This design comes from an exercise in tuning for small area, a short achievable clock period and few clock cycles on the open sky130 flow, not from production work. Power is estimated from default activity; no workload was simulated.

## try-willow
==> flow/design.v <==
module add10 (input wire [9:0] a, b, output wire [9:0] s);
assign s = a + b;
endmodule
module risc_processor (
    input wire clk,reset,
    output wire [9:0] imem_addr,
    input wire [31:0] imem_data,
    output wire [9:0] dmem_addr,
    output wire [31:0] dmem_wdata,
    output wire dmem_we,
    input wire [31:0] dmem_rdata,
    output wire halted
);
reg  [9:0]  pc;
reg         halt_r;
reg  [31:0] xa;               
reg  [31:0] xb;               
reg  [9:0]  xaddr;            
reg  [3:0]  xrd;              
reg         xwen;             
reg         xld, xst;         
reg         xcbr;             
reg  [1:0]  xbop;             
reg         xpred;            
reg  [9:0]  xalt;             
reg         xsub, xadd, xand, xxor, xor_, xnot, xshl, xsra, xsrl, xpass;
reg  [31:0] rf [1:15];
assign imem_addr = pc;
assign halted    = halt_r;
wire [31:0] sum = xa + xb;
wire [31:0] xoth = ({32{xld}}  & dmem_rdata)
                 | ({32{xand}} & (xa & xb))
                 | ({32{xxor}} & (xa ^ xb))
                 | ({32{xor_}} & (xa | xb))
                 | ({32{xnot}} & ~xa)
                 | ({32{xshl}} & {xa[30:0], 1'b0})
                 | ({32{xsra}} & {xa[31], xa[31:1]})
                 | ({32{xsrl}} & {1'b0, xa[31:1]})
                 | ({32{xpass}} & xa);
wire [31:0] xres = ({32{xadd}} & sum) | ({32{xsub}} & ~sum) | xoth;
assign dmem_addr  = xaddr;
assign dmem_wdata = xb;
assign dmem_we    = xst;
wire azero = (xa == 32'd0);
wire taken = (xbop == 2'b01) ? xa[31] :
             (xbop == 2'b10) ? (~xa[31] & ~azero) : azero;
wire mispredict = xcbr & (taken != xpred);
always @(posedge clk)
    if (xwen) rf[xrd] <= xres;
wire [31:0] ins = imem_data;
wire [5:0]  op  = ins[31:26];
wire [3:0]  rs  = ins[24:21];
wire [3:0]  rt  = ins[19:16];
wire [3:0]  rd  = ins[14:11];
wire is_halt = (op[5:2] == 4'b1111);
wire is_r    = (op[5:4] == 2'b00);
wire is_i    = (op[5:4] == 2'b01);
wire is_mem  = (op[5:4] == 2'b10);
wire is_br   = (op[5:2] == 4'b1100);
wire is_ld   = is_mem & ~op[1];
wire is_st   = is_mem & op[1];
wire is_bru  = is_br & (op[1:0] == 2'b00);
wire [3:0] dst = is_r ? rd : rt;
wire wr      = (is_r | is_i | is_ld) & (dst != 4'd0);
reg [3:0] fn;
always @(*) begin
    if (is_r)
        fn = ins[3:0] - 4'd1;
    else if (is_i & (op[3:0] != 4'd10))
        fn = op[3:0];
    else
        fn = 4'd0;
end
wire fwa = xwen & (xrd == rs);
wire fwb = xwen & (xrd == rt);
wire [31:0] ra = (rs == 4'd0) ? 32'd0 : rf[rs];
wire [31:0] rb = (rt == 4'd0) ? 32'd0 : rf[rt];
wire sub = (fn == 4'd1);
wire [31:0] imm = {{16{ins[15]}}, ins[15:0]};
wire fa_p = fwa & ((xadd & ~sub) | (xsub & sub));
wire fa_n = fwa & ((xsub & ~sub) | (xadd & sub));
wire fa_o = fwa & ~xadd & ~xsub;
wire [31:0] xa_d = ({32{fa_p}} & sum) | ({32{fa_n}} & ~sum)
                 | ({32{fa_o}} & (xoth ^ {32{sub}}))
                 | ({32{~fwa}} & (ra ^ {32{sub}}));
wire fb   = fwb & ~is_i;
wire [31:0] xb_d = ({32{fb & xadd}} & sum) | ({32{fb & xsub}} & ~sum)
                 | ({32{fb}} & xoth)
                 | ({32{~fwb & ~is_i}} & rb)
                 | ({32{is_i}} & imm);
wire b0  = is_i ? ins[0] : (fwb ? xres[0] : rb[0]);
wire addr_stall = is_mem & fwa;
wire [9:0] addr;
add10 addr_add (.a(ra[9:0]), .b(ins[9:0]), .s(addr));
wire [9:0] pc1    = pc + 10'd1;
wire [10:0] tgt1  = {pc, 1'b1} + {ins[9:0], 1'b1};  
wire [9:0] target = tgt1[10:1];
wire pred         = is_br & (is_bru | ins[15]);
wire issue = ~mispredict & ~halt_r & ~addr_stall;
always @(posedge clk) begin
    xa    <= xa_d;
    xb    <= xb_d;
    xaddr <= addr;
    xrd   <= dst;
    xbop  <= op[1:0];
    xpred <= pred;
    xalt  <= pred ? pc1 : target;
    xsub  <= sub;
    xadd  <= (fn == 4'd0) & ~is_ld;
    xand  <= (fn == 4'd2);
    xxor  <= (fn == 4'd3);
    xor_  <= (fn == 4'd4);
    xnot  <= (fn == 4'd5);
    xshl  <= ((fn == 4'd6) | (fn == 4'd7)) & b0;
    xsra  <= (fn == 4'd8) & b0;
    xsrl  <= (fn == 4'd9) & b0;
    xpass <= (fn >= 4'd6) & (fn <= 4'd9) & ~b0;
    if (reset) begin
        pc     <= 10'd0;
        halt_r <= 1'b0;
        xwen   <= 1'b0;
        xld    <= 1'b0;
        xst    <= 1'b0;
        xcbr   <= 1'b0;
    end else begin
        xwen <= issue & wr;
        xld  <= issue & is_ld;
        xst  <= issue & is_st;
        xcbr <= issue & is_br & ~is_bru;
        if (issue & is_halt)
            halt_r <= 1'b1;
        if (mispredict)
            pc <= xalt;
        else if (issue)
            pc <= pred ? target : pc1;
    end
end
endmodule
export LEC_CHECK = 0
export CAP_MARGIN = 20
export CORE_MARGIN = 2
export CORE_UTILIZATION = 40
export CTS_BUF_LIST = sky130_fd_sc_hd__clkbuf_8
export PLACE_DENSITY = 0.6
export SETUP_SLACK_MARGIN = 3.0
export SLEW_MARGIN = 20
export SYNTH_HIERARCHICAL = 1
export SYNTH_MINIMUM_KEEP_SIZE = 0
export TNS_END_PERCENT = 100
create_clock -name core_clock -period 6.0 [get_ports {clk}]
run.sh (not shown) runs the stock make flow with config.mk's settings and CLKGATE_MAP_FILE= SYNTH_SCRIPT=/design/flow/synth_recipe.tcl, a recipe that flattens the netlist after the stock synthesis.
#### Input delta (try-harbor over try-willow)
- CTS_BUF_LIST no longer set, was sky130_fd_sc_hd__clkbuf_8
- TNS_END_PERCENT now 5, was 100
Notes after the runs:
- Against try-willow, try-harbor comes in 3.3% lower on number of standard cells in the final layout excluding fillers.
- Summary of try-harbor over try-willow: initial antenna violation count dropped 2; via count fell 761.
- Looking at slowest cell on the critical path, the sky130_fd_sc_hd__or4b_1 result is from try-willow; the sky130_fd_sc_hd__mux4_2 one comes from try-harbor.
> inputs changed (try-harbor -> try-tundra)
- swapping 3.0 for 3.2 in SETUP_SLACK_MARGIN
- putting CTS_BUF_LIST at sky130_fd_sc_hd__clkbuf_8 where nothing was set
--- outcome ---
- Every run in the comparison, try-tundra and try-harbor, completed the flow with a clean layout.
- Initial antenna violation count on try-tundra is up relative to try-harbor.
- Compared with try-harbor, in try-tundra async set-or-reset flop fraction in the synthesized netlist closely matched the old numbers, instance area at placement neither gained nor lost much, sequential-cell power consumption essentially unchanged, clock-pin slew of the registers on the worst-case setup and hold paths roughly the same.
- Compared with try-harbor, in try-tundra final weighted congestion in routability-driven placement shrank by about 2.3%, max-slew violation total from the final report neither gained nor lost much, routed wire length shows an increase of about 2.8%, maximum fanout encountered on the critical timing path dropped 73.
Relative to try-tundra, the following input files were edited for try-xenon:
- CTS_BUF_LIST changed from sky130_fd_sc_hd__clkbuf_8 to sky130_fd_sc_hd__clkbuf_4
- SETUP_SLACK_MARGIN changed from 3.2 to 3.0
### Flow results
try-tundra has a higher number of setup buffers added after CTS than try-xenon. Worst setup slack on try-xenon is down relative to try-tundra. Diff try-tundra..try-xenon | count of endpoints failing setup in the final report | unchanged. Highest ir drop seen on vdd was lower in try-xenon than in try-tundra. [compare] base=try-tundra new=try-xenon: sequential cell area in the final layout held; post-route fraction of the period consumed by the critical path picked up an extra 1.5 points; clock share of power went up.
No functional check of the RTL was part of any run of this note.

[what the ideal ports hide]
No port has a modelled driver above. Below, the same layouts with a new extraction and two added sets of constraints. Step 1 (the two cells are an assumption about what drives the block):
set clk [get_ports {clk}]
set_driving_cell -lib_cell sky130_fd_sc_hd__clkbuf_16 $clk
set_driving_cell -lib_cell sky130_fd_sc_hd__buf_2 [delete_from_list [all_inputs] $clk]
Step 2 moves the port delays by t, midway between the first and last clock arrival at a register: inputs arrive t later, outputs are due t later. That takes back most of the time a late clock gives input paths. Three values: ideal ports, drivers, drivers and shift; two values: the first two.
run | shift t [ns] | setup slack, ns | worst setup path at the end
try-willow | 0.757 | 2.790 / 2.749 / 1.992 | input to register
try-harbor | 0.706 | 2.779 / 2.678 / 1.972 | input to register
try-tundra | 0.781 | 2.882 / 2.729 / 1.948 | input to register
try-xenon | 1.042 | 2.795 / 2.786 / 1.763 | input to register
After both steps every run listed still meets setup and hold. The setup slack of try-xenon, which loses most, moves by -0.009 ns with the drivers and by -1.032 ns with both steps.
